Context: an optimization exercise on an open-source flow, tuned for small area. The choices shown serve that exercise and are no tape-out recipe. In this exercise RTL edits were held to simulation tests only and were not proved equivalent to the original. Power figures rest on the tool's default switching activity, not on a simulated workload.

--- flow/design.v ---
module spi_slave_gpio_regmap (
  input  logic       clk,
  input  logic       rst_n,
  input  logic       cs,        
  input  logic       sclk,
  input  logic       mosi,
  output logic       miso,
  input  logic [7:0] gpio_in,
  output logic [7:0] gpio_out
);
  localparam logic [7:0] ID_VALUE = 8'hA5;
  logic sclk_d1, sclk_d2;
  logic cs_d1,   cs_d2;
  logic mosi_d1, mosi_d2;
  always_ff @(posedge clk or negedge rst_n) begin
    if (!rst_n) begin
      cs_d1 <= 1; cs_d2 <= 1;
    end else begin
      cs_d1 <= cs;
      cs_d2 <= cs_d1;
    end
  end
  always_ff @(posedge clk) begin
    sclk_d1 <= sclk;
    sclk_d2 <= sclk_d1;
    mosi_d1 <= mosi;
    mosi_d2 <= mosi_d1;
  end
  wire sclk_rise =  sclk_d1 & ~sclk_d2;
  wire sclk_fall = ~sclk_d1 &  sclk_d2;
  wire cs_active = ~cs_d2;
  logic [2:0] bit_cnt;
  logic [1:0] byte_cnt;
  logic [7:0] shift_in;
  logic       rw;
  logic [7:0] addr;
  logic [7:0] gpio_reg;
  logic       wpend;
  logic [4:0] phase;
  logic       sweep;
  logic [7:0] dbuf;
  logic [7:0] dbuf_nx;
  logic [3:0] nout;       
  wire rise_act  = cs_active & sclk_rise;
  wire fall_act  = cs_active & sclk_fall;
  wire byte_done = rise_act & (bit_cnt == 3'd7);
  wire [7:0] full_byte = {shift_in[6:0], mosi_d2};
  wire ld_addr = byte_done & (byte_cnt == 2'd1);
  wire rd_load = ld_addr & ~rw;
  wire wr_evt  = byte_done & (byte_cnt == 2'd2) & rw;
  wire [7:0] addr_nx = ld_addr ? full_byte : addr;
  wire       wact  = wr_evt | wpend;
  logic [7:0]  r_oh, r_oh_n;
  logic [15:0] p_oh;
  wire       wslot = p_oh[0];
  logic [255:0] ring [0:7];
  logic [7:0]   ins;
  genvar gr;
  generate
    for (gr = 0; gr < 8; gr++) begin : g_ring
      logic [7:0] slot_in;
      assign ins[gr] = sweep | (wact & wslot & r_oh[gr]);
      for (genvar j = 0; j < 8; j++) begin : g_bit
        sgr_ao22 u_in (.a({ins[gr], ~ins[gr]}), .b({dbuf_nx[j], ring[gr][j]}), .y(slot_in[j]));
      end
      always_ff @(posedge clk)
        ring[gr] <= {slot_in, ring[gr][255:8]};
    end
  endgenerate
  wire [4:0] rpos = addr_nx[4:0] - phase;    
  wire [2:0] rsel = addr_nx[7:5];
  function automatic logic is_tap(input int j, input int p);
    case (j)
      7: is_tap = (p % 2) == 0;
      6: is_tap = (p % 4) == 0;
      5: is_tap = (p == 0) || (p == 6) || (p == 12) || (p == 18) || (p == 24) || (p == 28);
      4: is_tap = (p % 8) == 0;
      3: is_tap = (p % 8) == 0;
      2: is_tap = (p == 0) || (p == 10) || (p == 20);
      1: is_tap = (p == 0) || (p == 10) || (p == 20);
      default: is_tap = (p % 16) == 0;
    endcase
  endfunction
  logic [7:0]  aligned;
  logic [7:0]  tapv;
  always_comb begin
    for (int r = 0; r < 8; r++) begin
      r_oh[r]   = (rsel == r);
      r_oh_n[r] = ~r_oh[r];
    end
    for (int k = 0; k < 16; k++) p_oh[k] = (rpos == 2*k);
    for (int j = 0; j < 8; j++) begin
      aligned[j] = 1'b0;
      for (int k = 0; k < 16; k++)
        if (is_tap(j, 2*k)) aligned[j] = aligned[j] | p_oh[k];
    end
  end
  wire tl1;
  sgr_aoi32 utl1 (.a({p_oh[0], p_oh[1], p_oh[2]}), .b({ring[0][7], ring[0][23], ring[0][39]}), .y(tl1));
  wire tl2;
  sgr_aoi32 utl2 (.a({p_oh[3], p_oh[4], p_oh[5]}), .b({ring[0][55], ring[0][71], ring[0][87]}), .y(tl2));
  wire tl3;
  sgr_aoi32 utl3 (.a({p_oh[6], p_oh[7], p_oh[8]}), .b({ring[0][103], ring[0][119], ring[0][135]}), .y(tl3));
  wire tl4;
  sgr_aoi32 utl4 (.a({p_oh[9], p_oh[10], p_oh[11]}), .b({ring[0][151], ring[0][167], ring[0][183]}), .y(tl4));
  wire tl5;
  sgr_aoi32 utl5 (.a({p_oh[12], p_oh[13], p_oh[14]}), .b({ring[0][199], ring[0][215], ring[0][231]}), .y(tl5));
  wire tl6;
  sgr_nand2 utl6 (.a({p_oh[15], ring[0][247]}), .y(tl6));
  wire tg7;
  sgr_nand3 utg7 (.a({tl1, tl2, tl3}), .y(tg7));
  wire tg8;
  sgr_nand3 utg8 (.a({tl4, tl5, tl6}), .y(tg8));
  wire tl9;
  sgr_aoi32 utl9 (.a({p_oh[0], p_oh[1], p_oh[2]}), .b({ring[1][7], ring[1][23], ring[1][39]}), .y(tl9));
  wire tl10;
  sgr_aoi32 utl10 (.a({p_oh[3], p_oh[4], p_oh[5]}), .b({ring[1][55], ring[1][71], ring[1][87]}), .y(tl10));
  wire tl11;
  sgr_aoi32 utl11 (.a({p_oh[6], p_oh[7], p_oh[8]}), .b({ring[1][103], ring[1][119], ring[1][135]}), .y(tl11));
  wire tl12;
  sgr_aoi32 utl12 (.a({p_oh[9], p_oh[10], p_oh[11]}), .b({ring[1][151], ring[1][167], ring[1][183]}), .y(tl12));
  wire tl13;
  sgr_aoi32 utl13 (.a({p_oh[12], p_oh[13], p_oh[14]}), .b({ring[1][199], ring[1][215], ring[1][231]}), .y(tl13));
  wire tl14;
  sgr_nand2 utl14 (.a({p_oh[15], ring[1][247]}), .y(tl14));
  wire tg15;
  sgr_nand3 utg15 (.a({tl9, tl10, tl11}), .y(tg15));
  wire tg16;
  sgr_nand3 utg16 (.a({tl12, tl13, tl14}), .y(tg16));
  wire tl17;
  sgr_aoi32 utl17 (.a({p_oh[0], p_oh[1], p_oh[2]}), .b({ring[2][7], ring[2][23], ring[2][39]}), .y(tl17));
  wire tl18;
  sgr_aoi32 utl18 (.a({p_oh[3], p_oh[4], p_oh[5]}), .b({ring[2][55], ring[2][71], ring[2][87]}), .y(tl18));
  wire tl19;
  sgr_aoi32 utl19 (.a({p_oh[6], p_oh[7], p_oh[8]}), .b({ring[2][103], ring[2][119], ring[2][135]}), .y(tl19));
  wire tl20;
  sgr_aoi32 utl20 (.a({p_oh[9], p_oh[10], p_oh[11]}), .b({ring[2][151], ring[2][167], ring[2][183]}), .y(tl20));
  wire tl21;
  sgr_aoi32 utl21 (.a({p_oh[12], p_oh[13], p_oh[14]}), .b({ring[2][199], ring[2][215], ring[2][231]}), .y(tl21));
  wire tl22;
  sgr_nand2 utl22 (.a({p_oh[15], ring[2][247]}), .y(tl22));
  wire tg23;
  sgr_nand3 utg23 (.a({tl17, tl18, tl19}), .y(tg23));
  wire tg24;
  sgr_nand3 utg24 (.a({tl20, tl21, tl22}), .y(tg24));
  wire tl25;
  sgr_aoi32 utl25 (.a({p_oh[0], p_oh[1], p_oh[2]}), .b({ring[3][7], ring[3][23], ring[3][39]}), .y(tl25));
  wire tl26;
  sgr_aoi32 utl26 (.a({p_oh[3], p_oh[4], p_oh[5]}), .b({ring[3][55], ring[3][71], ring[3][87]}), .y(tl26));
  wire tl27;
  sgr_aoi32 utl27 (.a({p_oh[6], p_oh[7], p_oh[8]}), .b({ring[3][103], ring[3][119], ring[3][135]}), .y(tl27));
  wire tl28;
  sgr_aoi32 utl28 (.a({p_oh[9], p_oh[10], p_oh[11]}), .b({ring[3][151], ring[3][167], ring[3][183]}), .y(tl28));
  wire tl29;
  sgr_aoi32 utl29 (.a({p_oh[12], p_oh[13], p_oh[14]}), .b({ring[3][199], ring[3][215], ring[3][231]}), .y(tl29));
  wire tl30;
  sgr_nand2 utl30 (.a({p_oh[15], ring[3][247]}), .y(tl30));
  wire tg31;
  sgr_nand3 utg31 (.a({tl25, tl26, tl27}), .y(tg31));
  wire tg32;
  sgr_nand3 utg32 (.a({tl28, tl29, tl30}), .y(tg32));
  wire tl33;
  sgr_aoi32 utl33 (.a({p_oh[0], p_oh[1], p_oh[2]}), .b({ring[4][7], ring[4][23], ring[4][39]}), .y(tl33));
  wire tl34;
  sgr_aoi32 utl34 (.a({p_oh[3], p_oh[4], p_oh[5]}), .b({ring[4][55], ring[4][71], ring[4][87]}), .y(tl34));
  wire tl35;
  sgr_aoi32 utl35 (.a({p_oh[6], p_oh[7], p_oh[8]}), .b({ring[4][103], ring[4][119], ring[4][135]}), .y(tl35));
  wire tl36;
  sgr_aoi32 utl36 (.a({p_oh[9], p_oh[10], p_oh[11]}), .b({ring[4][151], ring[4][167], ring[4][183]}), .y(tl36));
  wire tl37;
  sgr_aoi32 utl37 (.a({p_oh[12], p_oh[13], p_oh[14]}), .b({ring[4][199], ring[4][215], ring[4][231]}), .y(tl37));
  wire tl38;
  sgr_nand2 utl38 (.a({p_oh[15], ring[4][247]}), .y(tl38));
  wire tg39;
  sgr_nand3 utg39 (.a({tl33, tl34, tl35}), .y(tg39));
  wire tg40;
  sgr_nand3 utg40 (.a({tl36, tl37, tl38}), .y(tg40));
  wire tl41;
  sgr_aoi32 utl41 (.a({p_oh[0], p_oh[1], p_oh[2]}), .b({ring[5][7], ring[5][23], ring[5][39]}), .y(tl41));
  wire tl42;
  sgr_aoi32 utl42 (.a({p_oh[3], p_oh[4], p_oh[5]}), .b({ring[5][55], ring[5][71], ring[5][87]}), .y(tl42));
  wire tl43;
  sgr_aoi32 utl43 (.a({p_oh[6], p_oh[7], p_oh[8]}), .b({ring[5][103], ring[5][119], ring[5][135]}), .y(tl43));
  wire tl44;
  sgr_aoi32 utl44 (.a({p_oh[9], p_oh[10], p_oh[11]}), .b({ring[5][151], ring[5][167], ring[5][183]}), .y(tl44));
  wire tl45;
  sgr_aoi32 utl45 (.a({p_oh[12], p_oh[13], p_oh[14]}), .b({ring[5][199], ring[5][215], ring[5][231]}), .y(tl45));
  wire tl46;
  sgr_nand2 utl46 (.a({p_oh[15], ring[5][247]}), .y(tl46));
  wire tg47;
  sgr_nand3 utg47 (.a({tl41, tl42, tl43}), .y(tg47));
  wire tg48;
  sgr_nand3 utg48 (.a({tl44, tl45, tl46}), .y(tg48));
  wire tl49;
  sgr_aoi32 utl49 (.a({p_oh[0], p_oh[1], p_oh[2]}), .b({ring[6][7], ring[6][23], ring[6][39]}), .y(tl49));
  wire tl50;
  sgr_aoi32 utl50 (.a({p_oh[3], p_oh[4], p_oh[5]}), .b({ring[6][55], ring[6][71], ring[6][87]}), .y(tl50));
  wire tl51;
  sgr_aoi32 utl51 (.a({p_oh[6], p_oh[7], p_oh[8]}), .b({ring[6][103], ring[6][119], ring[6][135]}), .y(tl51));
  wire tl52;
  sgr_aoi32 utl52 (.a({p_oh[9], p_oh[10], p_oh[11]}), .b({ring[6][151], ring[6][167], ring[6][183]}), .y(tl52));
  wire tl53;
  sgr_aoi32 utl53 (.a({p_oh[12], p_oh[13], p_oh[14]}), .b({ring[6][199], ring[6][215], ring[6][231]}), .y(tl53));
  wire tl54;
  sgr_nand2 utl54 (.a({p_oh[15], ring[6][247]}), .y(tl54));
  wire tg55;
  sgr_nand3 utg55 (.a({tl49, tl50, tl51}), .y(tg55));
  wire tg56;
  sgr_nand3 utg56 (.a({tl52, tl53, tl54}), .y(tg56));
  wire tl57;
  sgr_aoi32 utl57 (.a({p_oh[0], p_oh[1], p_oh[2]}), .b({ring[7][7], ring[7][23], ring[7][39]}), .y(tl57));
  wire tl58;
  sgr_aoi32 utl58 (.a({p_oh[3], p_oh[4], p_oh[5]}), .b({ring[7][55], ring[7][71], ring[7][87]}), .y(tl58));
  wire tl59;
  sgr_aoi32 utl59 (.a({p_oh[6], p_oh[7], p_oh[8]}), .b({ring[7][103], ring[7][119], ring[7][135]}), .y(tl59));
  wire tl60;
  sgr_aoi32 utl60 (.a({p_oh[9], p_oh[10], p_oh[11]}), .b({ring[7][151], ring[7][167], ring[7][183]}), .y(tl60));
  wire tl61;
  sgr_aoi32 utl61 (.a({p_oh[12], p_oh[13], p_oh[14]}), .b({ring[7][199], ring[7][215], ring[7][231]}), .y(tl61));
  wire tl62;
  sgr_nand2 utl62 (.a({p_oh[15], ring[7][247]}), .y(tl62));
  wire tg63;
  sgr_nand3 utg63 (.a({tl57, tl58, tl59}), .y(tg63));
  wire tg64;
  sgr_nand3 utg64 (.a({tl60, tl61, tl62}), .y(tg64));
  wire tl65;
  sgr_aoi32 utl65 (.a({r_oh[0], r_oh[0], r_oh[1]}), .b({tg7, tg8, tg15}), .y(tl65));
  wire tl66;
  sgr_aoi32 utl66 (.a({r_oh[1], r_oh[2], r_oh[2]}), .b({tg16, tg23, tg24}), .y(tl66));
  wire tl67;
  sgr_aoi32 utl67 (.a({r_oh[3], r_oh[3], r_oh[4]}), .b({tg31, tg32, tg39}), .y(tl67));
  wire tl68;
  sgr_aoi32 utl68 (.a({r_oh[4], r_oh[5], r_oh[5]}), .b({tg40, tg47, tg48}), .y(tl68));
  wire tl69;
  sgr_aoi32 utl69 (.a({r_oh[6], r_oh[6], r_oh[7]}), .b({tg55, tg56, tg63}), .y(tl69));
  wire tl70;
  sgr_nand2 utl70 (.a({r_oh[7], tg64}), .y(tl70));
  wire tg71;
  sgr_nand3 utg71 (.a({tl65, tl66, tl67}), .y(tg71));
  wire tg72;
  sgr_nand3 utg72 (.a({tl68, tl69, tl70}), .y(tg72));
  wire tg73;
  sgr_nor2 utg73 (.a({tg71, tg72}), .y(tg73));
  wire tg74;
  sgr_inv utg74 (.a(tg73), .y(tg74));
  assign tapv[7] = tg74;
  wire tl75;
  sgr_aoi32 utl75 (.a({p_oh[0], p_oh[2], p_oh[4]}), .b({ring[0][6], ring[0][38], ring[0][70]}), .y(tl75));
  wire tl76;
  sgr_aoi32 utl76 (.a({p_oh[6], p_oh[8], p_oh[10]}), .b({ring[0][102], ring[0][134], ring[0][166]}), .y(tl76));
  wire tl77;
  sgr_nand2 utl77 (.a({p_oh[12], ring[0][198]}), .y(tl77));
  wire tl78;
  sgr_nand2 utl78 (.a({p_oh[14], ring[0][230]}), .y(tl78));
  wire tg79;
  sgr_nand4 utg79 (.a({tl75, tl76, tl77, tl78}), .y(tg79));
  wire tl80;
  sgr_aoi32 utl80 (.a({p_oh[0], p_oh[2], p_oh[4]}), .b({ring[1][6], ring[1][38], ring[1][70]}), .y(tl80));
  wire tl81;
  sgr_aoi32 utl81 (.a({p_oh[6], p_oh[8], p_oh[10]}), .b({ring[1][102], ring[1][134], ring[1][166]}), .y(tl81));
  wire tl82;
  sgr_nand2 utl82 (.a({p_oh[12], ring[1][198]}), .y(tl82));
  wire tl83;
  sgr_nand2 utl83 (.a({p_oh[14], ring[1][230]}), .y(tl83));
  wire tg84;
  sgr_nand4 utg84 (.a({tl80, tl81, tl82, tl83}), .y(tg84));
  wire tl85;
  sgr_aoi32 utl85 (.a({p_oh[0], p_oh[2], p_oh[4]}), .b({ring[2][6], ring[2][38], ring[2][70]}), .y(tl85));
  wire tl86;
  sgr_aoi32 utl86 (.a({p_oh[6], p_oh[8], p_oh[10]}), .b({ring[2][102], ring[2][134], ring[2][166]}), .y(tl86));
  wire tl87;
  sgr_nand2 utl87 (.a({p_oh[12], ring[2][198]}), .y(tl87));
  wire tl88;
  sgr_nand2 utl88 (.a({p_oh[14], ring[2][230]}), .y(tl88));
  wire tg89;
  sgr_nand4 utg89 (.a({tl85, tl86, tl87, tl88}), .y(tg89));
  wire tl90;
  sgr_aoi32 utl90 (.a({p_oh[0], p_oh[2], p_oh[4]}), .b({ring[3][6], ring[3][38], ring[3][70]}), .y(tl90));
  wire tl91;
  sgr_aoi32 utl91 (.a({p_oh[6], p_oh[8], p_oh[10]}), .b({ring[3][102], ring[3][134], ring[3][166]}), .y(tl91));
  wire tl92;
  sgr_nand2 utl92 (.a({p_oh[12], ring[3][198]}), .y(tl92));
  wire tl93;
  sgr_nand2 utl93 (.a({p_oh[14], ring[3][230]}), .y(tl93));
  wire tg94;
  sgr_nand4 utg94 (.a({tl90, tl91, tl92, tl93}), .y(tg94));
  wire tl95;
  sgr_aoi32 utl95 (.a({p_oh[0], p_oh[2], p_oh[4]}), .b({ring[4][6], ring[4][38], ring[4][70]}), .y(tl95));
  wire tl96;
  sgr_aoi32 utl96 (.a({p_oh[6], p_oh[8], p_oh[10]}), .b({ring[4][102], ring[4][134], ring[4][166]}), .y(tl96));
  wire tl97;
  sgr_nand2 utl97 (.a({p_oh[12], ring[4][198]}), .y(tl97));
  wire tl98;
  sgr_nand2 utl98 (.a({p_oh[14], ring[4][230]}), .y(tl98));
  wire tg99;
  sgr_nand4 utg99 (.a({tl95, tl96, tl97, tl98}), .y(tg99));
  wire tl100;
  sgr_aoi32 utl100 (.a({p_oh[0], p_oh[2], p_oh[4]}), .b({ring[5][6], ring[5][38], ring[5][70]}), .y(tl100));
  wire tl101;
  sgr_aoi32 utl101 (.a({p_oh[6], p_oh[8], p_oh[10]}), .b({ring[5][102], ring[5][134], ring[5][166]}), .y(tl101));
  wire tl102;
  sgr_nand2 utl102 (.a({p_oh[12], ring[5][198]}), .y(tl102));
  wire tl103;
  sgr_nand2 utl103 (.a({p_oh[14], ring[5][230]}), .y(tl103));
  wire tg104;
  sgr_nand4 utg104 (.a({tl100, tl101, tl102, tl103}), .y(tg104));
  wire tl105;
  sgr_aoi32 utl105 (.a({p_oh[0], p_oh[2], p_oh[4]}), .b({ring[6][6], ring[6][38], ring[6][70]}), .y(tl105));
  wire tl106;
  sgr_aoi32 utl106 (.a({p_oh[6], p_oh[8], p_oh[10]}), .b({ring[6][102], ring[6][134], ring[6][166]}), .y(tl106));
  wire tl107;
  sgr_nand2 utl107 (.a({p_oh[12], ring[6][198]}), .y(tl107));
  wire tl108;
  sgr_nand2 utl108 (.a({p_oh[14], ring[6][230]}), .y(tl108));
  wire tg109;
  sgr_nand4 utg109 (.a({tl105, tl106, tl107, tl108}), .y(tg109));
  wire tl110;
  sgr_aoi32 utl110 (.a({p_oh[0], p_oh[2], p_oh[4]}), .b({ring[7][6], ring[7][38], ring[7][70]}), .y(tl110));
  wire tl111;
  sgr_aoi32 utl111 (.a({p_oh[6], p_oh[8], p_oh[10]}), .b({ring[7][102], ring[7][134], ring[7][166]}), .y(tl111));
  wire tl112;
  sgr_nand2 utl112 (.a({p_oh[12], ring[7][198]}), .y(tl112));
  wire tl113;
  sgr_nand2 utl113 (.a({p_oh[14], ring[7][230]}), .y(tl113));
  wire tg114;
  sgr_nand4 utg114 (.a({tl110, tl111, tl112, tl113}), .y(tg114));
  wire tl115;
  sgr_aoi32 utl115 (.a({r_oh[0], r_oh[1], r_oh[2]}), .b({tg79, tg84, tg89}), .y(tl115));
  wire tl116;
  sgr_aoi32 utl116 (.a({r_oh[3], r_oh[4], r_oh[5]}), .b({tg94, tg99, tg104}), .y(tl116));
  wire tl117;
  sgr_nand2 utl117 (.a({r_oh[6], tg109}), .y(tl117));
  wire tl118;
  sgr_nand2 utl118 (.a({r_oh[7], tg114}), .y(tl118));
  wire tg119;
  sgr_nand4 utg119 (.a({tl115, tl116, tl117, tl118}), .y(tg119));
  assign tapv[6] = tg119;
  wire tl120;
  sgr_aoi32 utl120 (.a({p_oh[0], p_oh[3], p_oh[6]}), .b({ring[0][5], ring[0][53], ring[0][101]}), .y(tl120));
  wire tl121;
  sgr_aoi32 utl121 (.a({p_oh[9], p_oh[12], p_oh[14]}), .b({ring[0][149], ring[0][197], ring[0][229]}), .y(tl121));
  wire tg122;
  sgr_nand2 utg122 (.a({tl120, tl121}), .y(tg122));
  wire tl123;
  sgr_aoi32 utl123 (.a({p_oh[0], p_oh[3], p_oh[6]}), .b({ring[1][5], ring[1][53], ring[1][101]}), .y(tl123));
  wire tl124;
  sgr_aoi32 utl124 (.a({p_oh[9], p_oh[12], p_oh[14]}), .b({ring[1][149], ring[1][197], ring[1][229]}), .y(tl124));
  wire tg125;
  sgr_nand2 utg125 (.a({tl123, tl124}), .y(tg125));
  wire tl126;
  sgr_aoi32 utl126 (.a({p_oh[0], p_oh[3], p_oh[6]}), .b({ring[2][5], ring[2][53], ring[2][101]}), .y(tl126));
  wire tl127;
  sgr_aoi32 utl127 (.a({p_oh[9], p_oh[12], p_oh[14]}), .b({ring[2][149], ring[2][197], ring[2][229]}), .y(tl127));
  wire tg128;
  sgr_nand2 utg128 (.a({tl126, tl127}), .y(tg128));
  wire tl129;
  sgr_aoi32 utl129 (.a({p_oh[0], p_oh[3], p_oh[6]}), .b({ring[3][5], ring[3][53], ring[3][101]}), .y(tl129));
  wire tl130;
  sgr_aoi32 utl130 (.a({p_oh[9], p_oh[12], p_oh[14]}), .b({ring[3][149], ring[3][197], ring[3][229]}), .y(tl130));
  wire tg131;
  sgr_nand2 utg131 (.a({tl129, tl130}), .y(tg131));
  wire tl132;
  sgr_aoi32 utl132 (.a({p_oh[0], p_oh[3], p_oh[6]}), .b({ring[4][5], ring[4][53], ring[4][101]}), .y(tl132));
  wire tl133;
  sgr_aoi32 utl133 (.a({p_oh[9], p_oh[12], p_oh[14]}), .b({ring[4][149], ring[4][197], ring[4][229]}), .y(tl133));
  wire tg134;
  sgr_nand2 utg134 (.a({tl132, tl133}), .y(tg134));
  wire tl135;
  sgr_aoi32 utl135 (.a({p_oh[0], p_oh[3], p_oh[6]}), .b({ring[5][5], ring[5][53], ring[5][101]}), .y(tl135));
  wire tl136;
  sgr_aoi32 utl136 (.a({p_oh[9], p_oh[12], p_oh[14]}), .b({ring[5][149], ring[5][197], ring[5][229]}), .y(tl136));
  wire tg137;
  sgr_nand2 utg137 (.a({tl135, tl136}), .y(tg137));
  wire tl138;
  sgr_aoi32 utl138 (.a({p_oh[0], p_oh[3], p_oh[6]}), .b({ring[6][5], ring[6][53], ring[6][101]}), .y(tl138));
  wire tl139;
  sgr_aoi32 utl139 (.a({p_oh[9], p_oh[12], p_oh[14]}), .b({ring[6][149], ring[6][197], ring[6][229]}), .y(tl139));
  wire tg140;
  sgr_nand2 utg140 (.a({tl138, tl139}), .y(tg140));
  wire tl141;
  sgr_aoi32 utl141 (.a({p_oh[0], p_oh[3], p_oh[6]}), .b({ring[7][5], ring[7][53], ring[7][101]}), .y(tl141));
  wire tl142;
  sgr_aoi32 utl142 (.a({p_oh[9], p_oh[12], p_oh[14]}), .b({ring[7][149], ring[7][197], ring[7][229]}), .y(tl142));
  wire tg143;
  sgr_nand2 utg143 (.a({tl141, tl142}), .y(tg143));
  wire tl144;
  sgr_aoi32 utl144 (.a({r_oh[0], r_oh[1], r_oh[2]}), .b({tg122, tg125, tg128}), .y(tl144));
  wire tl145;
  sgr_aoi32 utl145 (.a({r_oh[3], r_oh[4], r_oh[5]}), .b({tg131, tg134, tg137}), .y(tl145));
  wire tl146;
  sgr_nand2 utl146 (.a({r_oh[6], tg140}), .y(tl146));
  wire tl147;
  sgr_nand2 utl147 (.a({r_oh[7], tg143}), .y(tl147));
  wire tg148;
  sgr_nand4 utg148 (.a({tl144, tl145, tl146, tl147}), .y(tg148));
  assign tapv[5] = tg148;
  wire tl149;
  sgr_aoi32 utl149 (.a({p_oh[0], p_oh[4], p_oh[8]}), .b({ring[0][4], ring[0][68], ring[0][132]}), .y(tl149));
  wire tl150;
  sgr_nand2 utl150 (.a({p_oh[12], ring[0][196]}), .y(tl150));
  wire tg151;
  sgr_nand2 utg151 (.a({tl149, tl150}), .y(tg151));
  wire tl152;
  sgr_aoi32 utl152 (.a({p_oh[0], p_oh[4], p_oh[8]}), .b({ring[1][4], ring[1][68], ring[1][132]}), .y(tl152));
  wire tl153;
  sgr_nand2 utl153 (.a({p_oh[12], ring[1][196]}), .y(tl153));
  wire tg154;
  sgr_nand2 utg154 (.a({tl152, tl153}), .y(tg154));
  wire tl155;
  sgr_aoi32 utl155 (.a({p_oh[0], p_oh[4], p_oh[8]}), .b({ring[2][4], ring[2][68], ring[2][132]}), .y(tl155));
  wire tl156;
  sgr_nand2 utl156 (.a({p_oh[12], ring[2][196]}), .y(tl156));
  wire tg157;
  sgr_nand2 utg157 (.a({tl155, tl156}), .y(tg157));
  wire tl158;
  sgr_aoi32 utl158 (.a({p_oh[0], p_oh[4], p_oh[8]}), .b({ring[3][4], ring[3][68], ring[3][132]}), .y(tl158));
  wire tl159;
  sgr_nand2 utl159 (.a({p_oh[12], ring[3][196]}), .y(tl159));
  wire tg160;
  sgr_nand2 utg160 (.a({tl158, tl159}), .y(tg160));
  wire tl161;
  sgr_aoi32 utl161 (.a({p_oh[0], p_oh[4], p_oh[8]}), .b({ring[4][4], ring[4][68], ring[4][132]}), .y(tl161));
  wire tl162;
  sgr_nand2 utl162 (.a({p_oh[12], ring[4][196]}), .y(tl162));
  wire tg163;
  sgr_nand2 utg163 (.a({tl161, tl162}), .y(tg163));
  wire tl164;
  sgr_aoi32 utl164 (.a({p_oh[0], p_oh[4], p_oh[8]}), .b({ring[5][4], ring[5][68], ring[5][132]}), .y(tl164));
  wire tl165;
  sgr_nand2 utl165 (.a({p_oh[12], ring[5][196]}), .y(tl165));
  wire tg166;
  sgr_nand2 utg166 (.a({tl164, tl165}), .y(tg166));
  wire tl167;
  sgr_aoi32 utl167 (.a({p_oh[0], p_oh[4], p_oh[8]}), .b({ring[6][4], ring[6][68], ring[6][132]}), .y(tl167));
  wire tl168;
  sgr_nand2 utl168 (.a({p_oh[12], ring[6][196]}), .y(tl168));
  wire tg169;
  sgr_nand2 utg169 (.a({tl167, tl168}), .y(tg169));
  wire tl170;
  sgr_aoi32 utl170 (.a({p_oh[0], p_oh[4], p_oh[8]}), .b({ring[7][4], ring[7][68], ring[7][132]}), .y(tl170));
  wire tl171;
  sgr_nand2 utl171 (.a({p_oh[12], ring[7][196]}), .y(tl171));
  wire tg172;
  sgr_nand2 utg172 (.a({tl170, tl171}), .y(tg172));
  wire tl173;
  sgr_aoi32 utl173 (.a({r_oh[0], r_oh[1], r_oh[2]}), .b({tg151, tg154, tg157}), .y(tl173));
  wire tl174;
  sgr_aoi32 utl174 (.a({r_oh[3], r_oh[4], r_oh[5]}), .b({tg160, tg163, tg166}), .y(tl174));
  wire tl175;
  sgr_nand2 utl175 (.a({r_oh[6], tg169}), .y(tl175));
  wire tl176;
  sgr_nand2 utl176 (.a({r_oh[7], tg172}), .y(tl176));
  wire tg177;
  sgr_nand4 utg177 (.a({tl173, tl174, tl175, tl176}), .y(tg177));
  assign tapv[4] = tg177;
  wire tl178;
  sgr_aoi32 utl178 (.a({p_oh[0], p_oh[4], p_oh[8]}), .b({ring[0][3], ring[0][67], ring[0][131]}), .y(tl178));
  wire tl179;
  sgr_nand2 utl179 (.a({p_oh[12], ring[0][195]}), .y(tl179));
  wire tg180;
  sgr_nand2 utg180 (.a({tl178, tl179}), .y(tg180));
  wire tl181;
  sgr_aoi32 utl181 (.a({p_oh[0], p_oh[4], p_oh[8]}), .b({ring[1][3], ring[1][67], ring[1][131]}), .y(tl181));
  wire tl182;
  sgr_nand2 utl182 (.a({p_oh[12], ring[1][195]}), .y(tl182));
  wire tg183;
  sgr_nand2 utg183 (.a({tl181, tl182}), .y(tg183));
  wire tl184;
  sgr_aoi32 utl184 (.a({p_oh[0], p_oh[4], p_oh[8]}), .b({ring[2][3], ring[2][67], ring[2][131]}), .y(tl184));
  wire tl185;
  sgr_nand2 utl185 (.a({p_oh[12], ring[2][195]}), .y(tl185));
  wire tg186;
  sgr_nand2 utg186 (.a({tl184, tl185}), .y(tg186));
  wire tl187;
  sgr_aoi32 utl187 (.a({p_oh[0], p_oh[4], p_oh[8]}), .b({ring[3][3], ring[3][67], ring[3][131]}), .y(tl187));
  wire tl188;
  sgr_nand2 utl188 (.a({p_oh[12], ring[3][195]}), .y(tl188));
  wire tg189;
  sgr_nand2 utg189 (.a({tl187, tl188}), .y(tg189));
  wire tl190;
  sgr_aoi32 utl190 (.a({p_oh[0], p_oh[4], p_oh[8]}), .b({ring[4][3], ring[4][67], ring[4][131]}), .y(tl190));
  wire tl191;
  sgr_nand2 utl191 (.a({p_oh[12], ring[4][195]}), .y(tl191));
  wire tg192;
  sgr_nand2 utg192 (.a({tl190, tl191}), .y(tg192));
  wire tl193;
  sgr_aoi32 utl193 (.a({p_oh[0], p_oh[4], p_oh[8]}), .b({ring[5][3], ring[5][67], ring[5][131]}), .y(tl193));
  wire tl194;
  sgr_nand2 utl194 (.a({p_oh[12], ring[5][195]}), .y(tl194));
  wire tg195;
  sgr_nand2 utg195 (.a({tl193, tl194}), .y(tg195));
  wire tl196;
  sgr_aoi32 utl196 (.a({p_oh[0], p_oh[4], p_oh[8]}), .b({ring[6][3], ring[6][67], ring[6][131]}), .y(tl196));
  wire tl197;
  sgr_nand2 utl197 (.a({p_oh[12], ring[6][195]}), .y(tl197));
  wire tg198;
  sgr_nand2 utg198 (.a({tl196, tl197}), .y(tg198));
  wire tl199;
  sgr_aoi32 utl199 (.a({p_oh[0], p_oh[4], p_oh[8]}), .b({ring[7][3], ring[7][67], ring[7][131]}), .y(tl199));
  wire tl200;
  sgr_nand2 utl200 (.a({p_oh[12], ring[7][195]}), .y(tl200));
  wire tg201;
  sgr_nand2 utg201 (.a({tl199, tl200}), .y(tg201));
  wire tl202;
  sgr_aoi32 utl202 (.a({r_oh[0], r_oh[1], r_oh[2]}), .b({tg180, tg183, tg186}), .y(tl202));
  wire tl203;
  sgr_aoi32 utl203 (.a({r_oh[3], r_oh[4], r_oh[5]}), .b({tg189, tg192, tg195}), .y(tl203));
  wire tl204;
  sgr_nand2 utl204 (.a({r_oh[6], tg198}), .y(tl204));
  wire tl205;
  sgr_nand2 utl205 (.a({r_oh[7], tg201}), .y(tl205));
  wire tg206;
  sgr_nand4 utg206 (.a({tl202, tl203, tl204, tl205}), .y(tg206));
  assign tapv[3] = tg206;
  wire tl207;
  sgr_aoi32 utl207 (.a({p_oh[0], p_oh[5], p_oh[10]}), .b({ring[0][2], ring[0][82], ring[0][162]}), .y(tl207));
  wire tg208;
  sgr_nor2 utg208 (.a({r_oh_n[0], tl207}), .y(tg208));
  wire tl209;
  sgr_aoi32 utl209 (.a({p_oh[0], p_oh[5], p_oh[10]}), .b({ring[1][2], ring[1][82], ring[1][162]}), .y(tl209));
  wire tg210;
  sgr_nor2 utg210 (.a({r_oh_n[1], tl209}), .y(tg210));
  wire tl211;
  sgr_aoi32 utl211 (.a({p_oh[0], p_oh[5], p_oh[10]}), .b({ring[2][2], ring[2][82], ring[2][162]}), .y(tl211));
  wire tg212;
  sgr_nor2 utg212 (.a({r_oh_n[2], tl211}), .y(tg212));
  wire tl213;
  sgr_aoi32 utl213 (.a({p_oh[0], p_oh[5], p_oh[10]}), .b({ring[3][2], ring[3][82], ring[3][162]}), .y(tl213));
  wire tg214;
  sgr_nor2 utg214 (.a({r_oh_n[3], tl213}), .y(tg214));
  wire tl215;
  sgr_aoi32 utl215 (.a({p_oh[0], p_oh[5], p_oh[10]}), .b({ring[4][2], ring[4][82], ring[4][162]}), .y(tl215));
  wire tg216;
  sgr_nor2 utg216 (.a({r_oh_n[4], tl215}), .y(tg216));
  wire tl217;
  sgr_aoi32 utl217 (.a({p_oh[0], p_oh[5], p_oh[10]}), .b({ring[5][2], ring[5][82], ring[5][162]}), .y(tl217));
  wire tg218;
  sgr_nor2 utg218 (.a({r_oh_n[5], tl217}), .y(tg218));
  wire tl219;
  sgr_aoi32 utl219 (.a({p_oh[0], p_oh[5], p_oh[10]}), .b({ring[6][2], ring[6][82], ring[6][162]}), .y(tl219));
  wire tg220;
  sgr_nor2 utg220 (.a({r_oh_n[6], tl219}), .y(tg220));
  wire tl221;
  sgr_aoi32 utl221 (.a({p_oh[0], p_oh[5], p_oh[10]}), .b({ring[7][2], ring[7][82], ring[7][162]}), .y(tl221));
  wire tg222;
  sgr_nor2 utg222 (.a({r_oh_n[7], tl221}), .y(tg222));
  wire tg223;
  sgr_nor4 utg223 (.a({tg208, tg210, tg212, tg214}), .y(tg223));
  wire tg224;
  sgr_nor4 utg224 (.a({tg216, tg218, tg220, tg222}), .y(tg224));
  wire tg225;
  sgr_nand2 utg225 (.a({tg223, tg224}), .y(tg225));
  assign tapv[2] = tg225;
  wire tl226;
  sgr_aoi32 utl226 (.a({p_oh[0], p_oh[5], p_oh[10]}), .b({ring[0][1], ring[0][81], ring[0][161]}), .y(tl226));
  wire tg227;
  sgr_nor2 utg227 (.a({r_oh_n[0], tl226}), .y(tg227));
  wire tl228;
  sgr_aoi32 utl228 (.a({p_oh[0], p_oh[5], p_oh[10]}), .b({ring[1][1], ring[1][81], ring[1][161]}), .y(tl228));
  wire tg229;
  sgr_nor2 utg229 (.a({r_oh_n[1], tl228}), .y(tg229));
  wire tl230;
  sgr_aoi32 utl230 (.a({p_oh[0], p_oh[5], p_oh[10]}), .b({ring[2][1], ring[2][81], ring[2][161]}), .y(tl230));
  wire tg231;
  sgr_nor2 utg231 (.a({r_oh_n[2], tl230}), .y(tg231));
  wire tl232;
  sgr_aoi32 utl232 (.a({p_oh[0], p_oh[5], p_oh[10]}), .b({ring[3][1], ring[3][81], ring[3][161]}), .y(tl232));
  wire tg233;
  sgr_nor2 utg233 (.a({r_oh_n[3], tl232}), .y(tg233));
  wire tl234;
  sgr_aoi32 utl234 (.a({p_oh[0], p_oh[5], p_oh[10]}), .b({ring[4][1], ring[4][81], ring[4][161]}), .y(tl234));
  wire tg235;
  sgr_nor2 utg235 (.a({r_oh_n[4], tl234}), .y(tg235));
  wire tl236;
  sgr_aoi32 utl236 (.a({p_oh[0], p_oh[5], p_oh[10]}), .b({ring[5][1], ring[5][81], ring[5][161]}), .y(tl236));
  wire tg237;
  sgr_nor2 utg237 (.a({r_oh_n[5], tl236}), .y(tg237));
  wire tl238;
  sgr_aoi32 utl238 (.a({p_oh[0], p_oh[5], p_oh[10]}), .b({ring[6][1], ring[6][81], ring[6][161]}), .y(tl238));
  wire tg239;
  sgr_nor2 utg239 (.a({r_oh_n[6], tl238}), .y(tg239));
  wire tl240;
  sgr_aoi32 utl240 (.a({p_oh[0], p_oh[5], p_oh[10]}), .b({ring[7][1], ring[7][81], ring[7][161]}), .y(tl240));
  wire tg241;
  sgr_nor2 utg241 (.a({r_oh_n[7], tl240}), .y(tg241));
  wire tg242;
  sgr_nor4 utg242 (.a({tg227, tg229, tg231, tg233}), .y(tg242));
  wire tg243;
  sgr_nor4 utg243 (.a({tg235, tg237, tg239, tg241}), .y(tg243));
  wire tg244;
  sgr_nand2 utg244 (.a({tg242, tg243}), .y(tg244));
  assign tapv[1] = tg244;
  wire tl245;
  sgr_nand2 utl245 (.a({p_oh[0], ring[0][0]}), .y(tl245));
  wire tl246;
  sgr_nand2 utl246 (.a({p_oh[8], ring[0][128]}), .y(tl246));
  wire tg247;
  sgr_nand2 utg247 (.a({tl245, tl246}), .y(tg247));
  wire tl248;
  sgr_nand2 utl248 (.a({p_oh[0], ring[1][0]}), .y(tl248));
  wire tl249;
  sgr_nand2 utl249 (.a({p_oh[8], ring[1][128]}), .y(tl249));
  wire tg250;
  sgr_nand2 utg250 (.a({tl248, tl249}), .y(tg250));
  wire tl251;
  sgr_nand2 utl251 (.a({p_oh[0], ring[2][0]}), .y(tl251));
  wire tl252;
  sgr_nand2 utl252 (.a({p_oh[8], ring[2][128]}), .y(tl252));
  wire tg253;
  sgr_nand2 utg253 (.a({tl251, tl252}), .y(tg253));
  wire tl254;
  sgr_nand2 utl254 (.a({p_oh[0], ring[3][0]}), .y(tl254));
  wire tl255;
  sgr_nand2 utl255 (.a({p_oh[8], ring[3][128]}), .y(tl255));
  wire tg256;
  sgr_nand2 utg256 (.a({tl254, tl255}), .y(tg256));
  wire tl257;
  sgr_nand2 utl257 (.a({p_oh[0], ring[4][0]}), .y(tl257));
  wire tl258;
  sgr_nand2 utl258 (.a({p_oh[8], ring[4][128]}), .y(tl258));
  wire tg259;
  sgr_nand2 utg259 (.a({tl257, tl258}), .y(tg259));
  wire tl260;
  sgr_nand2 utl260 (.a({p_oh[0], ring[5][0]}), .y(tl260));
  wire tl261;
  sgr_nand2 utl261 (.a({p_oh[8], ring[5][128]}), .y(tl261));
  wire tg262;
  sgr_nand2 utg262 (.a({tl260, tl261}), .y(tg262));
  wire tl263;
  sgr_nand2 utl263 (.a({p_oh[0], ring[6][0]}), .y(tl263));
  wire tl264;
  sgr_nand2 utl264 (.a({p_oh[8], ring[6][128]}), .y(tl264));
  wire tg265;
  sgr_nand2 utg265 (.a({tl263, tl264}), .y(tg265));
  wire tl266;
  sgr_nand2 utl266 (.a({p_oh[0], ring[7][0]}), .y(tl266));
  wire tl267;
  sgr_nand2 utl267 (.a({p_oh[8], ring[7][128]}), .y(tl267));
  wire tg268;
  sgr_nand2 utg268 (.a({tl266, tl267}), .y(tg268));
  wire tl269;
  sgr_aoi32 utl269 (.a({r_oh[0], r_oh[1], r_oh[2]}), .b({tg247, tg250, tg253}), .y(tl269));
  wire tl270;
  sgr_aoi32 utl270 (.a({r_oh[3], r_oh[4], r_oh[5]}), .b({tg256, tg259, tg262}), .y(tl270));
  wire tl271;
  sgr_nand2 utl271 (.a({r_oh[6], tg265}), .y(tl271));
  wire tl272;
  sgr_nand2 utl272 (.a({r_oh[7], tg268}), .y(tl272));
  wire tg273;
  sgr_nand4 utg273 (.a({tl269, tl270, tl271, tl272}), .y(tg273));
  assign tapv[0] = tg273;
  wire       special = (addr_nx[7:1] == 7'd0);
  wire [7:0] spec_val = addr_nx[0] ? gpio_in : ID_VALUE;
  wire       reading = rd_load | ~nout[3];
  wire [7:0] cap = aligned & {8{~special & reading}};
  always_comb
    for (int j = 0; j < 8; j++)
      dbuf_nx[j] = wr_evt ? full_byte[j] :
                   cap[j] ? tapv[j] : (rd_load ? spec_val[j] : dbuf[j]);
  always_ff @(posedge clk or negedge rst_n) begin
    if (!rst_n) begin
      gpio_reg <= 0;
      dbuf     <= 0;
      wpend    <= 0;
      phase    <= 0;
      sweep    <= 1;
      nout     <= 4'd8;
      miso     <= 0;
    end else begin
      phase <= phase + 5'd1;
      if (phase == 5'd31) sweep <= 1'b0;
      dbuf  <= dbuf_nx;
      wpend <= wact & ~wslot;
      if (wr_evt && addr == 8'h02)
        gpio_reg <= full_byte;
      if (rd_load)
        nout <= 4'd0;
      if (fall_act) begin
        if (nout[3]) begin
          miso <= 1'b0;
        end else begin
          miso <= dbuf_nx[~nout[2:0]];
          nout <= nout + 4'd1;
        end
      end
    end
  end
  always_ff @(posedge clk) begin
    addr <= addr_nx;
    if (!cs_active) begin
      bit_cnt  <= 0;
      byte_cnt <= 0;
    end
    if (rise_act) begin
      shift_in <= full_byte;
      if (bit_cnt == 3'd7) begin
        if (byte_cnt == 2'd0) rw <= full_byte[0];
        byte_cnt <= byte_cnt + 1;
        bit_cnt  <= 0;
      end else begin
        bit_cnt <= bit_cnt + 1;
      end
    end
  end
  assign gpio_out = gpio_reg;
endmodule
module sgr_inv (input logic a, output logic y);
  assign y = ~a;
endmodule
module sgr_nand2 (input logic [1:0] a, output logic y);
  assign y = ~&a;
endmodule
module sgr_nand3 (input logic [2:0] a, output logic y);
  assign y = ~&a;
endmodule
module sgr_nand4 (input logic [3:0] a, output logic y);
  assign y = ~&a;
endmodule
module sgr_nor2 (input logic [1:0] a, output logic y);
  assign y = ~|a;
endmodule
module sgr_nor3 (input logic [2:0] a, output logic y);
  assign y = ~|a;
endmodule
module sgr_nor4 (input logic [3:0] a, output logic y);
  assign y = ~|a;
endmodule
module sgr_aoi22 (input logic [1:0] a, input logic [1:0] b, output logic y);
  assign y = ~|(a & b);
endmodule
module sgr_aoi32 (input logic [2:0] a, input logic [2:0] b, output logic y);
  assign y = ~|(a & b);
endmodule
module sgr_ao22 (input logic [1:0] a, input logic [1:0] b, output logic y);
  assign y = |(a & b);
endmodule
--- flow/flow/run.sh ---
#!/bin/bash
# Standard layout, with clock tree synthesis told not to add dummy loads and
# the port buffers made with the smallest buffer.
set -euo pipefail
export CTS_ARGS="-sink_clustering_enable -repair_clock_nets -buf_list sky130_fd_sc_hd__clkbuf_4 -sink_clustering_buffer sky130_fd_sc_hd__clkbuf_8 -sink_clustering_size 20 -sink_clustering_max_diameter 60 -dont_use_dummy_load"
export BUFFER_PORTS_ARGS="-buffer_cell sky130_fd_sc_hd__buf_1"
bash standard.sh > standard_flow.log 2>&1
--- flow/standard.sh ---
#!/bin/bash
# synth_recipe.tcl (not shown) runs the flow's synth.tcl, then flattens the netlist and writes it again
# the make line also repeats each setting of config.mk as NAME=value (left out here)
make -C /OpenROAD-flow-scripts/flow DESIGN_CONFIG=/design/flow/config.mk WORK_HOME=/design/flow/orfs CLKGATE_MAP_FILE= SYNTH_SCRIPT=/design/flow/synth_recipe.tcl "${@:-finish}"
--- flow/config.mk ---
export PLATFORM = sky130hd
export DESIGN_NAME = spi_slave_gpio_regmap
export DESIGN_NICKNAME = spi_slave_gpio_regmap
export VERILOG_FILES = /design/flow/design.v
export SDC_FILE = /design/flow/constraint.sdc
export NUM_CORES = 4
export LEC_CHECK = 0
export CAP_MARGIN = 20
export CORE_MARGIN = 2
export CORE_UTILIZATION = 72
export PLACE_DENSITY = 0.82
export SLEW_MARGIN = 20
export SYNTH_HIERARCHICAL = 1
--- flow/constraint.sdc ---
create_clock -name core_clock -period 10.0 [get_ports {clk}]
set_input_delay 2.0000 -clock core_clock [delete_from_list [all_inputs] [get_ports {clk}]]
set_output_delay 2.0000 -clock core_clock [all_outputs]
set_load 0.01 [all_outputs]
==> results of run 1 <==
## worst max-delay path: stages (launching register included)
cell and delay, ns:
edfxtp_1 0.39, ha_1 0.16, ha_1 0.23, and4bb_1 0.51, and2_1 0.37, mux2i_1 0.21, ha_1 0.28, fa_1 0.44
nand2b_1 0.17, a21oi_1 0.15, xor2_1 0.32, xor2_2 0.18, nand2b_1 0.30, nor2_2 0.93, a222oi_1 0.35, nand3_1 0.18
a222oi_1 0.10, nand3_1 0.16, nor2_1 0.07, inv_1 0.07, a21oi_1 0.06, a21oi_1 0.86, nor2_1 0.10, a2111oi_0 0.41
nand4b_1 0.17
## Yosys stat by module, one instance, submodules excluded, excerpt
module | flops+latches | copies in the design | area [µm²] | cells
sgr_nor4 | 0 | 4 | 12.5 | 1
sgr_aoi32 | 0 | 119 | 10.0 | 1
sgr_ao22 | 0 | 64 | 8.76 | 1
sgr_nand4 | 0 | 13 | 6.26 | 1
sgr_nand3 | 0 | 18 | 5.00 | 1
sgr_inv | 0 | 1 | 3.75 | 1
sgr_nor2 | 0 | 17 | 3.75 | 1
sgr_nand2 | 0 | 101 | 3.75 | 1
## logic make-up (layout without fill, tap and decap cells)
| logic type | count (synthesis) | in the layout | synth area share (%) |
|---|---|---|---|
| DFF | 2103 | 2103 | 91.3 |
| and+or+nand+nor | 280 | 280 | 2.80 |
| AOI/OAI and AO/OA | 223 | 223 | 4.38 |
| buffers and inverters | 38 | 189 | 0.329 |
| muxes | 22 | 22 | 0.542 |
| adders and majority gates | 13 | 13 | 0.367 |
| xor gates and xnor gates | 11 | 11 | 0.254 |
| other | 0 | 2 | 0 |
## final cells by class
cell class	count	area (µm²)	area share (%)
well taps	855	1070	2.17
repair buffers	45	260	0.528
inverters	29	109	0.221
flip-flops and latches	2103	42400	86.0
multi-input cells	549	3920	7.96
diodes	2	5.00	0.0102
clock buffers	115	1530	3.10
## metal layers
layer | routed length, µm | vias to the layer above
met5 | 43 | -
met4 | 3840 | 6
met3 | 6900 | 260
met2 | 38800 | 971
met1 | 36100 | 9950
li1 | - | 9205
## worst max-delay path by stage
stage / from / end / cells after the start
floorplan: bit_cnt[0] / miso / 26
global placement: bit_cnt[0] / miso / 24
detailed placement: bit_cnt[0] / miso / 24
CTS: bit_cnt[0] / miso / 24
global route: bit_cnt[0] / miso / 23
finish: bit_cnt[0] / miso / 24
## metrics by stage
step | instances | setup slack (ns)
6_report | 3698 | 2.76
5_1_grt | 3697 | 2.40
4_1_cts | 3696 | 2.85
3_5_place_dp | 3581 | 2.91
3_3_place_gp | 3581 | 3.44
2_1_floorplan | 2690 | 2.98
## power breakdown
part | total [mW] | internal, mW | switching, mW
registers | 8.41 | 8.39 | 0.0192
clock network | 3.21 | 0.982 | 2.23
logic | 0.0429 | 0.0176 | 0.0253
## layout by cell type (no fill, tap or decap), drive strengths merged, types with 8 or more instances in the layout
cell type	n
o21ai	9
nor2	56
mux2	15
edfxtp	11
a222oi	119
a21o	9
nand3	28
nand2	131
nor4	8
clkbuf	116
nor3	12
dfxtp	2062
buf	44
nand4	14
ha	12
a22o	66
inv	29
dfrtp	26
==> summary.txt, run 1 <==
Post-synth ARST share: 1.43%
RSZ-0062 raised after global routing: no
Hold Path Origin: ring[5][228]
drt pass-1 iters: 9
Vias: 20,400
period utilisation layout: 72.4%
Tot Pwr: 11.7 mW
Post-synth top cells: 2,062 x dfxtp_1, 130 x nand2_1, 119 x a222oi_1
CTS Hold Bufs: 0
Max Cap Violations: 0
Final ANT Viol Nets: 0
max-slew violation count: 0
vias per inst: 5.51
Largest register FFs: 2,048
nets@finish: 2,869
design area: 49,300 µm²
number of cell rows: 93
htree depth: 3
Clock Sinks: 2,103
largest net degree at the start of global routing: 35
Post-synth EDFFs: 11
Fin. Hold Viols: 0
clock latency (worst-skew pair): 1.02 ns
vias in the first global route: 21,200
most frequent cell after synthesis: dfxtp_1
maximum clock rate: 138 MHz
power per cell area: 237 nW/µm²
peak supply drop: 0.219 mV
Gate Count Post-Synth: 2,690
first-pass GRT wire length: 127,000 µm
Post-synth top flop: dfxtp_1
met2 Track Usage GR: 40.6%
reg-to-reg setup timing slack: 2.76 ns
WP data arrival: 8.16 ns
CTS Buf Count: 115
final wirelength: 85,600 µm
clock skew: 0.114 ns
CTS Root Cell: clkbuf_4
end-of-flow core utilization: 76.8%
worst min-delay path class: flop to flop
Filler cells: 3,281
Synth area leader: dfxtp_1
I/O pin cnt: 22
hold depth: 0
post-synthesis sequential area ratio: 91.3%
initial antenna violation count: 5
WHS Endpoint: ring[5][220]
top cells by area, synth: dfxtp_1 89%, a222oi_1 2.6%, dfrtp_1 1.4%
WHS: 0.241 ns
CP Capture Type: flop
CP Max Fanout: 16
run status: timing/DRC/antenna clean
GR Overflow Total: 0
FF-to-FF End: miso
P&R area growth vs syn: 6.18%
Post-CTS Setup Inserts: 0
die width: 258 µm
gr usage total: 25.9%
Net Count, Synth: 2,716
die height: 258 µm
Static Leakage: 19.6 nW
drt drc: 0
CP Launch Type: flop
Port Buffers: 21
core box area: 64,100 µm²
Global Route met3 Usage: 5.46%
Final setup viols: 0
Tmin final: 7.24 ns
Starting DRT DRC Count: 2,252
Yosys cell types: 56
GR peak layer: met2
Syn Area/Cell: 17.2 µm²
worst slew pin tran: 1.15 ns
relative slew slack: 23.1%
CTS tree: built
Initial Util: 72.4%
yosys warns: 8
Placement Cell Area: 47,700 µm²
fraction of layout cells with a size suffix above 1: 6.37%
met1 usage: 35.3%
top cell type's share of synthesized area: 89.0%
data required time of the critical path: 10.92 ns
WL/cell: 23.1 µm
Longest Clk Path Bufs: 3
FF-to-FF Start: bit_cnt[0]
CP Class: flop to flop
GPL Wtd Cong: 0.937
Synth Register Bits: 2,103
Synth Cell Area: 46,400 µm²
# resized after CTS: 0
setup tns final: 0 ns
Top reg by flops: ring
Post-DP HPWL: 53,100 µm
total die area: 66,500 µm²
Register-to-Register Path Depth: 24
Worst-path clk slew: 0.12 ns
==> run 2, diff against run 1 <==
--- a/flow/config.mk
+++ b/flow/config.mk
@@ -9,4 +9,4 @@
 export CORE_MARGIN = 2
-export CORE_UTILIZATION = 72
-export PLACE_DENSITY = 0.82
+export CORE_UTILIZATION = 65
+export PLACE_DENSITY = 0.75
 export SLEW_MARGIN = 20
==> run 2 against run 1 <==
Still clean. Fmax is 0.10% higher. Clock skew is 0.068 ns higher. Cell area is 0.32% higher. Area after synthesis stayed put. Largest power group unchanged.
==> summary.txt, run 2 <==
yosys warns: 8 (unchanged)
Fin. Hold Viols: 0 (unchanged)
top cell type's share of synthesized area: 89.0% (unchanged)
Logic pwr share: 0.4% (about the same)
maximum clock rate: 138 MHz (+0.10%)
Tmin final: 7.23 ns (-0.00740 ns)
drt pass-1 iters: 6 (-3)
Post-CTS Setup Inserts: 0 (unchanged)
run status: timing/DRC/antenna clean
top cells by area, synth: dfxtp_1 89%, a222oi_1 2.6%, dfrtp_1 1.4%
commonest non-fill, non-tap cells in the layout: 2,062 x dfxtp_1, 130 x nand2_1, 119 x a222oi_1, 109 x clkbuf_8, 66 x a22o_1
Post-synth EDFFs: 11 (unchanged)
largest net degree at the start of global routing: 45 (+29%)
Buf/Inv on CP: 2 (+1)
Gate Count Post-Synth: 2,690 (unchanged)
Seq pwr share: 72.1% (about the same)
Net Count, Synth: 2,716 (unchanged)
Post-synth top flop: dfxtp_1
Final setup viols: 0 (unchanged)
gr usage total: 21.4% (-4.5 points)
Synth Register Bits: 2,103 (unchanged)
CP Launch Type: flop
Port Buffers: 21 (unchanged)
CTS Buf Count: 118 (+2.6%)
switching power: 2.26 mW (-0.94%)
worst min-delay path class: flop to flop
Crit path largest cell delay: 0.87 ns (-0.06 ns)
drt drc: 0 (unchanged)
Synth Cell Area: 46,400 µm² (unchanged)
Max Cap Violations: 0 (unchanged)
most frequent cell after synthesis: dfxtp_1
CTS tree: built
setup tns final: 0 ns (unchanged)
period utilisation layout: 72.3% (-0.074 points)
number of cell rows: 97 (+4.3%)
Largest register FFs: 2,048 (unchanged)
data required time of the critical path: 10.91 ns (about the same)
CP Max Fanout: 44 (+28)
Post-synth top cells: 2,062 x dfxtp_1, 130 x nand2_1, 119 x a222oi_1
power per cell area: 236 nW/µm² (-0.29%)
I/O pin cnt: 22 (unchanged)
CP Class: flop to flop
Crit-path slowest cell: a21oi_1
die height: 271 µm (+5.2%)
WHS: 0.135 ns (-0.106 ns)
Static Leakage: 19.6 nW (about the same)
Pint: 9.42 mW (+0.26%)
total die area: 73,500 µm² (+11%)
fraction of layout cells with a size suffix above 1: 6.47% (+0.10 points)
GR Overflow Total: 0 (unchanged)
worst slew pin tran: 1.13 ns (-0.0154 ns)
WL/cell: 20.7 µm (-11%)
CP Capture Type: flop
CTS Hold Bufs: 0 (unchanged)
# resized after CTS: 0 (unchanged)
vias in the first global route: 19,800 (-6.6%)
Syn Area/Cell: 17.2 µm² (unchanged)
Clock Sinks: 2,103 (unchanged)
relative slew slack: 23.8% (+0.73 points)
Worst-path clk slew: 0.11 ns (about the same)
final wirelength: 78,400 µm (-8.4%)
core box area: 70,400 µm² (+9.8%)
initial antenna violation count: 4 (-1)
clock skew: 0.181 ns (+0.0675 ns)
net switching fraction of the power: 19.3% (-0.19 points)
Post-DP HPWL: 47,500 µm (-11%)
P&R area growth vs syn: 6.52%
nets@finish: 2,871 (+0.070%)
CP delay by family, top: simple AND/OR/NAND/NOR gates
Initial Util: 65.9% (-6.5 points)
Clk network pwr share: 27.6% (about the same)
peak supply drop: 0.165 mV (-25%)
first-pass GRT wire length: 119,000 µm (-7.0%)
WP data arrival: 8.14 ns (-0.02 ns)
Post-synth ARST share: 1.43% (unchanged)
Vias: 19,600 (-4.0%)
htree depth: 3 (unchanged)
vias per inst: 5.17 (-6.3%)
clock latency (worst-skew pair): 1.01 ns (about the same)
GPL Wtd Cong: 0.906 (-3.3%)
die width: 271 µm (+5.2%)
CTS Root Cell: clkbuf_4
most common cell after layout, fill and taps aside: dfxtp_1
Longest Clk Path Bufs: 3 (unchanged)
post-synthesis sequential area ratio: 91.3% (unchanged)
Top reg by flops: ring
Final ANT Viol Nets: 0 (unchanged)
Filler cells: 4,415 (+35%)
RSZ-0062 raised after global routing: no
max-slew violation count: 0 (unchanged)
Starting DRT DRC Count: 1,940 (-14%)
Synth area leader: dfxtp_1
Yosys cell types: 56 (unchanged)
run 2: per-stage QoR:
stage               power, mW  util, %  setup WS (ns)  instances  cell area [µm²]
global placement         8.64     67.9           3.16       3665            47800
global route             12.0     70.2           2.22       3789            49400
finish                   11.7     70.2           2.77       3790            49400
floorplan                8.62        -           2.98       2690            46400
detailed placement       8.64     67.9           2.94       3665            47800
CTS                      11.7     70.2           2.91       3783            49400
run 2: routing by layer:
layer  part of all wire, %  wire length [µm]  GRT usage [%]
met4                   4.1              3230           8.82
met3                   6.3              4930           3.60
met5                     0                 0              0
met2                    42             33200           31.6
met1                    47             37000           31.9
run 2: final timing paths:
check	slack (ns)	from	to	cells after the start
setup / recovery	2.77	bit_cnt[0]	miso	25
hold / removal	0.14	ring[1][156]	ring[1][148]	0
setup reg to reg	2.77	bit_cnt[0]	miso	25
hold reg to reg	0.14	ring[1][156]	ring[1][148]	0
max in group asynchronous	8.34	rst_n	dbuf[3]	1
min in group asynchronous	1.04	rst_n	dbuf[0]	1
run 2: kinds of logic (layout without fill, tap and decap cells):
kind of cell | Yosys count | in the layout | synth area share, %
flops | 2103 | 2103 | 91.3
simple gates | 280 | 280 | 2.80
compound gates | 223 | 223 | 4.38
buf+inv | 38 | 191 | 0.329
mux | 22 | 22 | 0.542
fa+ha+maj | 13 | 13 | 0.367
xor+xnor | 11 | 11 | 0.254
other cells | 0 | 7 | 0
run 2: Yosys stat by module (local to each module, per instance):
module                 times used  area [µm²]
sgr_ao22                       64        8.76
sgr_nor2                       17        3.75
spi_slave_gpio_regmap           1       44000
sgr_nand2                     101        3.75
sgr_nand4                      13        6.26
sgr_inv                         1        3.75
sgr_aoi32                     119        10.0
sgr_nor4                        4        12.5
sgr_nand3                      18        5.00
run 2: power groups by stage:
stage	sequential, mW	clock (mW)	combinational, mW
2_1_floorplan	8.59	0	0.0283
3_3_place_gp	8.60	0	0.0382
3_5_place_dp	8.60	0	0.0411
4_1_cts	8.41	3.29	0.0413
5_1_grt	8.42	3.57	0.0457
6_report	8.41	3.22	0.0416
run 2: cell type report:
| class | instances | area, µm² | share of cell area, % |
|---|---|---|---|
| flip-flops and latches | 2103 | 42400 | 85.7 |
| inverters | 29 | 109 | 0.220 |
| diodes | 7 | 17.5 | 0.0354 |
| multi-input cells | 549 | 3930 | 7.95 |
| well taps | 940 | 1180 | 2.38 |
| repair buffers | 44 | 253 | 0.511 |
| clock buffers | 118 | 1570 | 3.17 |
==> run 3, diff against run 2 <==
--- a/flow/config.mk
+++ b/flow/config.mk
@@ -7,3 +7,3 @@
 export LEC_CHECK = 0
-export CAP_MARGIN = 20
+export CAP_MARGIN = 0
 export CORE_MARGIN = 2
@@ -11,3 +11,3 @@
 export PLACE_DENSITY = 0.75
-export SLEW_MARGIN = 20
+export SLEW_MARGIN = 0
 export SYNTH_HIERARCHICAL = 1
==> run 3 against run 2 <==
Critical path type unchanged. Via count unchanged. Clock power about the same. Wire length unchanged. First-iteration DRC count unchanged. Largest cell class unchanged. Non-clock buffer count unchanged. Global-route usage unchanged. Worst hold slack unchanged. Cell area unchanged. Highest routed layer unchanged. Largest power group unchanged. Total power unchanged.
==> summary.txt, run 3 <==
final wirelength: 78,400 µm (unchanged)
# resized after CTS: 0 (unchanged)
worst min-delay path class: flop to flop
Post-synth ARST share: 1.43% (unchanged)
vias in the first global route: 19,800 (unchanged)
Post-synth top cells: 2,062 x dfxtp_1, 130 x nand2_1, 119 x a222oi_1
top cell type's share of synthesized area: 89.0% (unchanged)
CP Launch Type: flop
drt drc: 0 (unchanged)
Vias: 19,600 (unchanged)
yosys warns: 8 (unchanged)
Clock Sinks: 2,103 (unchanged)
fraction of layout cells with a size suffix above 1: 6.47% (unchanged)
Starting DRT DRC Count: 1,940 (unchanged)
Static Leakage: 19.6 nW (unchanged)
core box area: 70,400 µm² (unchanged)
nets@finish: 2,871 (unchanged)
first-pass GRT wire length: 119,000 µm (unchanged)
drt pass-1 iters: 6 (unchanged)
CTS Root Cell: clkbuf_4
die height: 271 µm (unchanged)
Post-synth EDFFs: 11 (unchanged)
WL/cell: 20.7 µm (unchanged)
Synth Register Bits: 2,103 (unchanged)
design area: 49,400 µm² (unchanged)
peak supply drop: 0.165 mV (unchanged)
CP Class: flop to flop
Gate Count Post-Synth: 2,690 (unchanged)
maximum clock rate: 138 MHz (unchanged)
total die area: 73,500 µm² (unchanged)
Crit-path slowest cell: a21oi_1
top cells by area, synth: dfxtp_1 89%, a222oi_1 2.6%, dfrtp_1 1.4%
gr usage total: 21.4% (unchanged)
Crit path largest cell delay: 0.87 ns (about the same)
Worst-path clk slew: 0.11 ns (about the same)
Post-synth top flop: dfxtp_1
Post-CTS Setup Inserts: 0 (unchanged)
P&R area growth vs syn: 6.52% (unchanged)
CP Capture Type: flop
worst slew pin tran: 1.13 ns (unchanged)
WP data arrival: 8.14 ns (about the same)
post-synthesis sequential area ratio: 91.3% (unchanged)
CTS Hold Bufs: 0 (unchanged)
htree depth: 3 (unchanged)
Top reg by flops: ring
CTS Buf Count: 118 (unchanged)
relative slew slack: 23.8% (unchanged)
run status: timing/DRC/antenna clean
FF-to-FF Start: bit_cnt[0]
Yosys cell types: 56 (unchanged)
Final ANT Viol Nets: 0 (unchanged)
GR Overflow Total: 0 (unchanged)
Initial Util: 65.9% (unchanged)
initial antenna violation count: 4 (unchanged)
Max Cap Violations: 0 (unchanged)
Synth area leader: dfxtp_1
largest net degree at the start of global routing: 45 (unchanged)
period utilisation layout: 72.3% (unchanged)
power per cell area: 236 nW/µm² (unchanged)
GPL Wtd Cong: 0.906 (unchanged)
hold depth: 0 (unchanged)
Register-to-Register Path Depth: 25 (unchanged)
Post-DP HPWL: 47,500 µm (unchanged)
Fin. Hold Viols: 0 (unchanged)
Synth Cell Area: 46,400 µm² (unchanged)
Longest Clk Path Bufs: 3 (unchanged)
CTS tree: built
clock latency (worst-skew pair): 1.01 ns (about the same)
RSZ-0062 raised after global routing: no
max-slew violation count: 0 (unchanged)
vias per inst: 5.17 (unchanged)
clock skew: 0.181 ns (unchanged)
Net Count, Synth: 2,716 (unchanged)
Largest register FFs: 2,048 (unchanged)
Syn Area/Cell: 17.2 µm² (unchanged)
Final setup viols: 0 (unchanged)
data required time of the critical path: 10.91 ns (about the same)
CP startpoint: bit_cnt[0]
setup tns final: 0 ns (unchanged)
most frequent cell after synthesis: dfxtp_1
I/O pin cnt: 22 (unchanged)
WHS: 0.135 ns (unchanged)
commonest non-fill, non-tap cells in the layout: 2,062 x dfxtp_1, 130 x nand2_1, 119 x a222oi_1, 109 x clkbuf_8, 66 x a22o_1
Placement Cell Area: 47,800 µm² (unchanged)
CP Max Fanout: 44 (unchanged)
Port Buffers: 21 (unchanged)
most common cell after layout, fill and taps aside: dfxtp_1
number of cell rows: 97 (unchanged)
die width: 271 µm (unchanged)
Hold Path Origin: ring[1][156]
Tmin final: 7.23 ns (unchanged)
run 3: cell counts in the layout (fill, tap and decap cells not counted):
No cell type changed its count.
run 3: per-module statistics from Yosys (local to each module, per instance):
module                 cells inside  flip-flops and latches  area (µm²)  times used
sgr_nor2                          1                       0        3.75          17
sgr_nand3                         1                       0        5.00          18
sgr_nand4                         1                       0        6.26          13
sgr_aoi32                         1                       0        10.0         119
sgr_nand2                         1                       0        3.75         101
sgr_nor4                          1                       0        12.5           4
sgr_inv                           1                       0        3.75           1
spi_slave_gpio_regmap          2353                    2103       44000           1
sgr_ao22                          1                       0        8.76          64
run 3: kinds of logic (layout without fill, tap and decap cells):
group | Yosys count | after routing | share of synthesized area, %
DFF | 2103 | 2103 | 91.3
other | 0 | 7 | 0
adders and majority gates | 13 | 13 | 0.367
xor gates and xnor gates | 11 | 11 | 0.254
and+or+nand+nor | 280 | 280 | 2.80
buffers and inverters | 38 | 191 | 0.329
AOI/OAI and AO/OA | 223 | 223 | 4.38
muxes | 22 | 22 | 0.542
run 3: worst paths after layout:
kind	slack [ns]	to
max in group asynchronous	8.34	dbuf[3]
worst max register to register	2.77	miso
min in group asynchronous	1.04	dbuf[0]
worst min-delay path	0.14	ring[1][148]
worst min register to register	0.14	ring[1][148]
worst max-delay path	2.77	miso
run 3: final cells by class:
| class | count | area (µm²) |
|---|---|---|
| Multi-Input combinational cell | 549 | 3930 |
| Fill cell | 4415 | 21000 |
| Inverter | 29 | 109 |
| Antenna cell | 7 | 17.5 |
| Timing Repair Buffer | 44 | 253 |
| Sequential cell | 2103 | 42400 |
| Tap cell | 940 | 1180 |
| Clock buffer | 118 | 1570 |
run 3: power breakdown:
part | switching, mW | internal (mW) | total, mW
clock | 2.21 | 1.01 | 3.22
sequential | 0.0200 | 8.39 | 8.41
combinational | 0.0244 | 0.0171 | 0.0416
run 3: metrics by stage:
stage	util (%)	total power [mW]	cells	worst slack (ns)
after floorplan	-	8.62	2690	2.98
after global placement	67.9	8.64	3665	3.16
after detailed placement	67.9	8.64	3665	2.94
after CTS	70.2	11.7	3783	2.91
after global routing	70.2	12.0	3789	2.22
final	70.2	11.7	3790	2.77
run 3: critical path, delay by kind of cell, from the launching register on:
kind                       cells  cell delay (ns)
xor gates and xnor gates       2             0.48
buffers and inverters          2             0.73
and+or+nand+nor               10             2.51
adders and majority gates      4             1.10
muxes                          1             0.21
DFF                            1             0.38
AOI/OAI and AO/OA              6             1.72
run 3: routing by layer:
layer  GRT usage (%)  vias up  part of all wire (%)
met5               0        -                     0
li1                -     9217                     -
met1            31.9     9486                    47
met3            3.60      185                   6.3
met2            31.6      688                    42
met4            8.82        0                   4.1

re-timing with driven ports:
The results above use ideal ports. As a check the final layouts listed here were re-extracted and re-timed, cells and wires unchanged.
Step 1 (the two cells are an assumption about what drives the block):
set clk [get_ports {clk}]
set_driving_cell -lib_cell sky130_fd_sc_hd__clkbuf_16 $clk
set_driving_cell -lib_cell sky130_fd_sc_hd__buf_2 [delete_from_list [all_inputs] $clk]
Step 2, shift: input delay + t, output delay - t, t = (earliest + latest rising clock arrival at the registers) / 2. This alone moves slack from input paths to output paths.
Three values: no drivers, after step 1, after step 2; two values: the first two.
run | shift t [ns] | slack for setup (ns) | worst setup path at the end | clock arrival spread, ns
run 1 | 1.015 | 2.762 / 2.762 / 2.762 | register to register | 0.148 / 0.147
run 2 | 0.997 | 2.769 / 2.769 / 2.769 | register to register | 0.218 / 0.218
run 3 | 0.997 | 2.769 / 2.769 / 2.769 | register to register | 0.218 / 0.218
After both steps setup and hold are still met in every run listed.
